Context: an optimization exercise on an open-source flow, tuned for small area and a short achievable clock period. The choices shown serve that exercise and are no tape-out recipe.
Only simulation tests tie the RTL to the original design; equivalence was not proved.
Power and IR drop assume default switching activity.

Setup of oak:
Design user_logic, start of the top module:
module user_logic
(
  Bus2IP_Clk,
  Bus2IP_Reset,
  Bus2IP_Data,
  Bus2IP_BE,
  Bus2IP_RdCE,
  Bus2IP_WrCE,
  IP2Bus_Data,
  IP2Bus_RdAck,
  IP2Bus_WrAck,
  IP2Bus_Error
);
parameter C_SLV_DWIDTH                   = 32;
parameter C_NUM_REG                      = 3;
input                                     Bus2IP_Clk;
input                                     Bus2IP_Reset;
input      [0 : C_SLV_DWIDTH-1]           Bus2IP_Data;
input      [0 : C_SLV_DWIDTH/8-1]         Bus2IP_BE;
input      [0 : C_NUM_REG-1]              Bus2IP_RdCE;
input      [0 : C_NUM_REG-1]              Bus2IP_WrCE;
output     [0 : C_SLV_DWIDTH-1]           IP2Bus_Data;
output                                    IP2Bus_RdAck;
output                                    IP2Bus_WrAck;
output                                    IP2Bus_Error;
  reg  [0:31] slv_reg0;
  reg  [0:31] slv_reg1;
  reg  [0:31] slv_reg2;
  reg         rst_d;
  integer     k;
  always @(posedge Bus2IP_Clk) begin
    if (Bus2IP_Reset) begin
      slv_reg0 <= 0;
      slv_reg1 <= 0;
    end else begin
      for (k = 0; k < 32; k = k + 1) begin
        if (Bus2IP_WrCE == 3'b100 && Bus2IP_BE[k/8]) slv_reg0[k] <= Bus2IP_Data[k];
        if (Bus2IP_WrCE == 3'b010 && Bus2IP_BE[k/8]) slv_reg1[k] <= Bus2IP_Data[k];
      end
    end
  end
  wire [31:0] a, b;
  genvar g;
  generate for (g = 0; g < 32; g = g + 1) begin : le
    assign a[g] = slv_reg0[31-g];
    assign b[g] = slv_reg1[31-g];
  end endgenerate
  wire neg0 = b[1];
  wire one0 = b[0] ^ 1'b0;
  wire two0 = (b[1] & ~b[0] & ~1'b0) | (~b[1] & b[0] & 1'b0);
  wire pp0_0 = one0 & a[0];
  wire nc0 = neg0 & ~(one0 & a[0]);
  wire pp0_1 = ((one0 & a[1]) | (two0 & a[0])) ^ neg0;
  wire pp0_2 = ((one0 & a[2]) | (two0 & a[1])) ^ neg0;
  wire pp0_3 = ((one0 & a[3]) | (two0 & a[2])) ^ neg0;
  ...
==> flow/config.mk <==
export PLATFORM = sky130hd
export DESIGN_NAME = user_logic
export DESIGN_NICKNAME = user_logic
export VERILOG_FILES = /design/flow/design.v
export SDC_FILE = /design/flow/constraint.sdc
export NUM_CORES = 4
export LEC_CHECK = 0
export ABC_AREA = 1
export CAP_MARGIN = 20
export CORE_MARGIN = 2
export CORE_UTILIZATION = 40
export CTS_BUF_LIST = sky130_fd_sc_hd__clkbuf_4 sky130_fd_sc_hd__clkbuf_8
export CTS_CLUSTER_SIZE = 30
export SETUP_SLACK_MARGIN = 4.3
export SLEW_MARGIN = 20
export SYNTH_HIERARCHICAL = 1
export SYNTH_MINIMUM_KEEP_SIZE = 0
export TNS_END_PERCENT = 5
==> flow/constraint.sdc <==
create_clock -name core_clock -period 8.5 [get_ports {Bus2IP_Clk}]
set_input_delay 1.7000 -clock core_clock [delete_from_list [all_inputs] [get_ports {Bus2IP_Clk}]]
set_output_delay 1.7000 -clock core_clock [all_outputs]
set_load 0.01 [all_outputs]
standard.sh (not shown) runs the stock make flow with config.mk's settings and CLKGATE_MAP_FILE= SYNTH_SCRIPT=/design/flow/synth_recipe.tcl, a recipe that flattens the netlist after the stock synthesis.
==> flow/flow/run.sh <==
#!/bin/bash
# The standard layout, with every input and output port buffered by
# sky130_fd_sc_hd__buf_2 (buffer_ports' -buffer_cell) instead of the cell
# buffer_ports picks by itself, and the buffers ABC put in at synthesis
# removed at floorplan (REMOVE_ABC_BUFFERS) so repair_design re-buffers only
# where needed. Everything else is the standard flow.
set -euo pipefail
bash standard.sh "BUFFER_PORTS_ARGS=-buffer_cell sky130_fd_sc_hd__buf_2" REMOVE_ABC_BUFFERS=1 finish > standard.log 2>&1
Looking at the reports, oak completed the entire flow and the layout it produced met the timing, DRC and antenna checks.
diff inputs: oak => pine
Settings: SETUP_SLACK_MARGIN: 4.3 -> 4.5; CTS_BUF_LIST: sky130_fd_sc_hd__clkbuf_4 sky130_fd_sc_hd__clkbuf_8 -> unset; CTS_CLUSTER_SIZE: 30 -> unset.
### Flow results
Relative to oak, the post-route cell area of pine is higher by about 3.2%. Taking oak as the reference, in pine post-route total power went up 10%; reg2reg setup slack went up 160 ps; final worst-path cycle share went up 0.23 points. Worst setup skew after layout for pine: 10 ps down relative to oak. Per the comparison of pine with oak, final worst slack now sits lower; share of the final layout cell area in multi-input gates shrank by 1.5 points.
#### Input delta (birch over pine)
Settings: swapping 4.5 for 4.3 in SETUP_SLACK_MARGIN; putting CTS_BUF_LIST at sky130_fd_sc_hd__clkbuf_4 sky130_fd_sc_hd__clkbuf_8 where nothing was set.
Notes after the runs:
pine: PASS, flow complete, no timing, DRC or antenna violations. birch went all the way through synthesis, placement and routing and the layout is clean on timing, DRC and antenna. birch ended with more setup slack than pine. From birch to pine, distinct cell type count of the synthesized netlist did not move at all. On detailed-route wire length, birch does better than pine. In the reports for birch and pine, the larger number of global-route vias before repair belongs to pine. Taking pine as the reference, in birch cell leakage power has decreased, power of the combinational group lost about 2%. The run showing the greater layout overhead on the synthesized area is pine. Global-route wire length before repair, birch and pine: lower on birch. Changes observed in birch relative to pine: clock-pin slew of the registers on the worst-case setup and hold paths flat, portion of the clock cycle consumed by the worst path in the final layout down 0.23 points.
Here is what was changed in the inputs of maple compared with birch.
Settings: TNS_END_PERCENT now 20, was 5.
### Flow results
From birch to maple the numbers moved as follows: total length of routed met2 wires now larger; number of setup buffers added after CTS went up by 2; proportion of layout cells with a drive suffix above 1 went up by 0.56 points; total power flat.

[what the ideal ports hide]
The flow's constraints put no driver on any port. The routed layouts listed below were extracted and timed again, unchanged, in two steps. Step 1, drivers: a clkbuf_16 drives Bus2IP_Clk and a buf_2 each remaining input, both assumed. Step 2 times the ports against the registers' clock, not the clock port: input delays grow and output delays shrink by t, the midpoint of the rising clock arrivals with the driver on. Slacks: ideal ports / drivers / drivers and shift; pairs: ideal ports / drivers.
run	shift t [ns]	slack for setup (ns)	worst setup path after step 2	worst data-port slew with drivers (ns)	cell pins on the clock port's net
oak	0.550	4.213 / 4.092 / 4.092	input to output	0.14	1
pine	0.505	4.194 / 4.062 / 4.062	input to output	0.14	1
birch	0.550	4.213 / 4.092 / 4.092	input to output	0.14	1
maple	0.551	4.213 / 4.081 / 4.081	input to output	0.13	1
After both steps setup and hold are still met in every run listed.
